Background: an optimization exercise with open tools, aiming at small area and a short achievable clock period. Do not read the settings as production practice. Only simulation tests tie the RTL to the original design; equivalence was not proved. No activity file was given, so power comes from the tool's default toggle rates.

## run 1
==> flow/design.v (excerpt) <==
module panda_exec (
  input  logic        clk_i,
  input  logic        rst_ni,
  input  logic [ 3:0] operator_i,
  input  logic [ 4:0] rs1_addr_i,
  input  logic [ 4:0] rs2_addr_i,
  input  logic [ 4:0] rd_addr_i,
  input  logic        rd_we_i,
  input  logic        use_imm_i,
  input  logic [31:0] imm_i,
  output logic [31:0] result_o
);
==> flow/config.mk <==
export PLATFORM = sky130hd
export DESIGN_NAME = panda_exec
export DESIGN_NICKNAME = panda_exec
export VERILOG_FILES = /design/flow/design.v
export SDC_FILE = /design/flow/constraint.sdc
export NUM_CORES = 4
export LEC_CHECK = 0
export CAP_MARGIN = 20
export CORE_MARGIN = 2
export CORE_UTILIZATION = 40
export CTS_CLUSTER_DIAMETER = 80
export CTS_CLUSTER_SIZE = 24
export GPL_TIMING_DRIVEN = 0
export SETUP_SLACK_MARGIN = 3.0
export SLEW_MARGIN = 20
export SYNTH_HIERARCHICAL = 1
export TNS_END_PERCENT = 10
==> flow/constraint.sdc <==
create_clock -name core_clock -period 7.5 [get_ports {clk_i}]
set_input_delay 1.5000 -clock core_clock [delete_from_list [all_inputs] [get_ports {clk_i}]]
set_output_delay 1.5000 -clock core_clock [all_outputs]
set_load 0.01 [all_outputs]
run.sh (not shown) runs the stock make flow with config.mk's settings and CLKGATE_MAP_FILE= SYNTH_SCRIPT=/design/flow/synth_recipe.tcl, a recipe that flattens the netlist after the stock synthesis.
Run 1 finished all stages; the layout is clean.
For run 2, these inputs were changed with respect to run 1:
# run 1
export LEC_CHECK = 0
export CAP_MARGIN = 20
export CORE_MARGIN = 2
export CORE_UTILIZATION = 40
export CTS_CLUSTER_DIAMETER = 80
export CTS_CLUSTER_SIZE = 24
export GPL_TIMING_DRIVEN = 0
export SETUP_SLACK_MARGIN = 3.0
export SLEW_MARGIN = 20
export SYNTH_HIERARCHICAL = 1
export TNS_END_PERCENT = 10
create_clock -name core_clock -period 7.5 [get_ports {clk_i}]
# run 2
export LEC_CHECK = 0
export CAP_MARGIN = 20
export CORE_MARGIN = 2
export CORE_UTILIZATION = 40
export CTS_CLUSTER_DIAMETER = 80
export CTS_CLUSTER_SIZE = 24
export SETUP_SLACK_MARGIN = 3.0
export SLEW_MARGIN = 20
export SYNTH_HIERARCHICAL = 1
export TNS_END_PERCENT = 10
create_clock -name core_clock -period 7.5 [get_ports {clk_i}]
==> comparison <==
In the metrics for run 1 and run 2, the one carrying the lower critical path depth is run 1.
Vias: run 2 fewer than run 1
Initial antenna violation count, run 1 and run 2: smaller value in run 2
Re post-layout utilization of the core: run 1 and run 2 aren't equal, and the lower value belongs to run 1.
Run 2 ended up with a higher cell area than run 1 did.
Against run 1, run 2 comes in 0.14 nW higher on leakage power.
Setup changes, run 2 to run 3
# run 2
export LEC_CHECK = 0
export CAP_MARGIN = 20
export CORE_MARGIN = 2
export CORE_UTILIZATION = 40
export CTS_CLUSTER_DIAMETER = 80
export CTS_CLUSTER_SIZE = 24
export SETUP_SLACK_MARGIN = 3.0
export SLEW_MARGIN = 20
export SYNTH_HIERARCHICAL = 1
export TNS_END_PERCENT = 10
create_clock -name core_clock -period 7.5 [get_ports {clk_i}]
# run 3
export LEC_CHECK = 0
export CAP_MARGIN = 20
export CORE_MARGIN = 2
export CORE_UTILIZATION = 50
export CTS_CLUSTER_DIAMETER = 80
export CTS_CLUSTER_SIZE = 24
export PLACE_DENSITY = 0.75
export SETUP_SLACK_MARGIN = 3.0
export SLEW_MARGIN = 20
export SYNTH_HIERARCHICAL = 1
export TNS_END_PERCENT = 10
create_clock -name core_clock -period 7.5 [get_ports {clk_i}]
Notes after the runs:
- Measured against each other, run 3 and run 2 differ in non-clock buffer instance count of the final layout, the higher figure coming from run 3.
- The lower setup slack of run 3 and run 2 is in run 3.
- In terms of number of nets in the synthesized netlist, run 2 and run 3 differ only marginally.
- From run 2 to run 3 the numbers moved as follows: sequential share of layout area roughly the same; global-route track usage on met2 rose by 6.1 points.

--- another note on this design; it stands on its own ---

==> flow/design.v (excerpt) <==
module panda_exec (
  input  logic        clk_i,
  input  logic        rst_ni,
  input  logic [ 3:0] operator_i,
  input  logic [ 4:0] rs1_addr_i,
  input  logic [ 4:0] rs2_addr_i,
  input  logic [ 4:0] rd_addr_i,
  input  logic        rd_we_i,
  input  logic        use_imm_i,
  input  logic [31:0] imm_i,
  output logic [31:0] result_o
);
  logic [31:0]       operand_a;
  logic [31:0]       operand_b;
  logic [31:0]       alu_result;
  logic [31:0]       result_q;
  logic [31:1][31:0] regs_q;
  logic [31:1]       pend_q;     
  logic [31:1]       ready_q;    
  logic [31:1]       pend_d;
  logic [ 4:0]       wr_addr_q;
  logic              wr_en_q;
  for (genvar i = 1; i < 32; i++) begin : g_pend
    assign pend_d[i] = rd_we_i & (rd_addr_i == i);
  end
  always_ff @(posedge clk_i or negedge rst_ni) begin
    if (~rst_ni) begin
      pend_q  <= '0;
      ready_q <= '0;
      wr_en_q <= 1'b0;
    end else begin
      pend_q  <= pend_d;
      ready_q <= (ready_q | pend_q) & ~pend_d;
      wr_en_q <= rd_we_i & (rd_addr_i != 5'd0);
    end
  end
  always_ff @(posedge clk_i) begin
    wr_addr_q <= rd_addr_i;
  end
  always_ff @(posedge clk_i) begin
    for (int i = 1; i < 32; i++) begin
      if (pend_q[i]) begin
        regs_q[i] <= result_q;
      end
    end
  end
  logic [31:1] sel1, sel2;
  logic        byp1, byp2;
  panda_rf_decode #(.Gate(1'b0)) i_decode_a (
  ...
make LEC_CHECK=0 CAP_MARGIN=20 CORE_MARGIN=2 CORE_UTILIZATION=40 CTS_CLUSTER_DIAMETER=80 CTS_CLUSTER_SIZE=24 GPL_ROUTABILITY_DRIVEN=0 SETUP_SLACK_MARGIN=3.0 SLEW_MARGIN=20 SYNTH_HIERARCHICAL=1 TNS_END_PERCENT=10 finish   # period 7.5 ns
run.sh (not shown) runs the stock make flow with config.mk's settings and CLKGATE_MAP_FILE= SYNTH_SCRIPT=/design/flow/synth_recipe.tcl, a recipe that flattens the netlist after the stock synthesis.
==> next run, changes <==
- GPL_ROUTABILITY_DRIVEN: 0 -> not set
After rerunning: The new run passed the timing, design-rule and antenna checks; clock-buffer cell count rises by 18; total power rises by 4.0%; flip-flop and latch count stays the same; first-iteration DRC count falls by 10%; fmax rises by 1.8%; wire length falls by 0.35%; utilization rises by 1.2 points; cell area rises by 2.6%; final cell count rises by 1.4%.

========
== 09-09 ==
panda_exec, a different RTL version from the one above (not shown whole).
Size: roughly 87 I/O pins, roughly 53000 µm² of cells after synthesis.
clock: 7.5 ns
lec_check: 0
cap_margin: 20
core_margin: 2
core_utilization: 40
cts_cluster_diameter: 80
cts_cluster_size: 24
setup_slack_margin: 3.0
slew_margin: 20
synth_hierarchical: 1
tns_end_percent: 30
Modified inputs, 12-05 compared to 09-09
Settings: TNS_END_PERCENT changed from 30 to 10.
## What came out
Status: final cell count parity (12-05, 09-09). On 12-05: sum of buffers and inverters on the critical path is 4 higher than what 09-09 gave. Compared with 09-09, in 12-05 aggregate routed wire length held steady; power held steady; clock latency on the worst-skew pair held steady.

re-timing with driven ports:
The flow's constraints put no driver on any port. The routed layouts listed below were extracted and timed again, unchanged, in two steps.
Step 1 (the two cells are an assumption about what drives the block):
set clk [get_ports {clk_i}]
set_driving_cell -lib_cell sky130_fd_sc_hd__clkbuf_16 $clk
set_driving_cell -lib_cell sky130_fd_sc_hd__buf_2 [delete_from_list [all_inputs] $clk]
Step 2, shift: input delay + t, output delay - t, t = (earliest + latest rising clock arrival at the registers) / 2. This alone moves slack from input paths to output paths.
a / b / c = ideal ports / drivers / drivers and shift; a / b = the first two.
| run | shift t [ns] | slack for setup (ns) | worst hold slack (ns) | worst register clock-pin slew, ns |
|---|---|---|---|---|
| run 1 | 0.822 | 1.260 / 1.279 / 0.457 | 0.474 / 0.474 / 0.474 | 0.11 / 0.11 |
| run 2 | 0.807 | 2.295 / 2.336 / 1.528 | 0.469 / 0.469 / 0.469 | 0.11 / 0.11 |
| run 3 | 0.768 | 2.214 / 2.214 / 1.507 | 0.473 / 0.473 / 0.473 | 0.11 / 0.11 |
| the first run of note 2 | 0.796 | 2.731 / 2.670 / 1.874 | 0.516 / 0.516 / 0.516 | 0.10 / 0.10 |
| the second run of note 2 | 0.796 | 2.814 / 2.748 / 1.952 | 0.510 / 0.510 / 0.510 | 0.10 / 0.10 |
| 09-09 | 0.774 | 2.716 / 2.766 / 1.992 | 0.517 / 0.517 / 0.517 | 0.11 / 0.11 |
| 12-05 | 0.769 | 2.753 / 2.762 / 1.993 | 0.516 / 0.516 / 0.516 | 0.10 / 0.10 |
After both steps setup and hold are still met in every run listed. The setup slack of the second run of note 2, which loses most, moves by -0.066 ns with the drivers and by -0.862 ns with both steps.
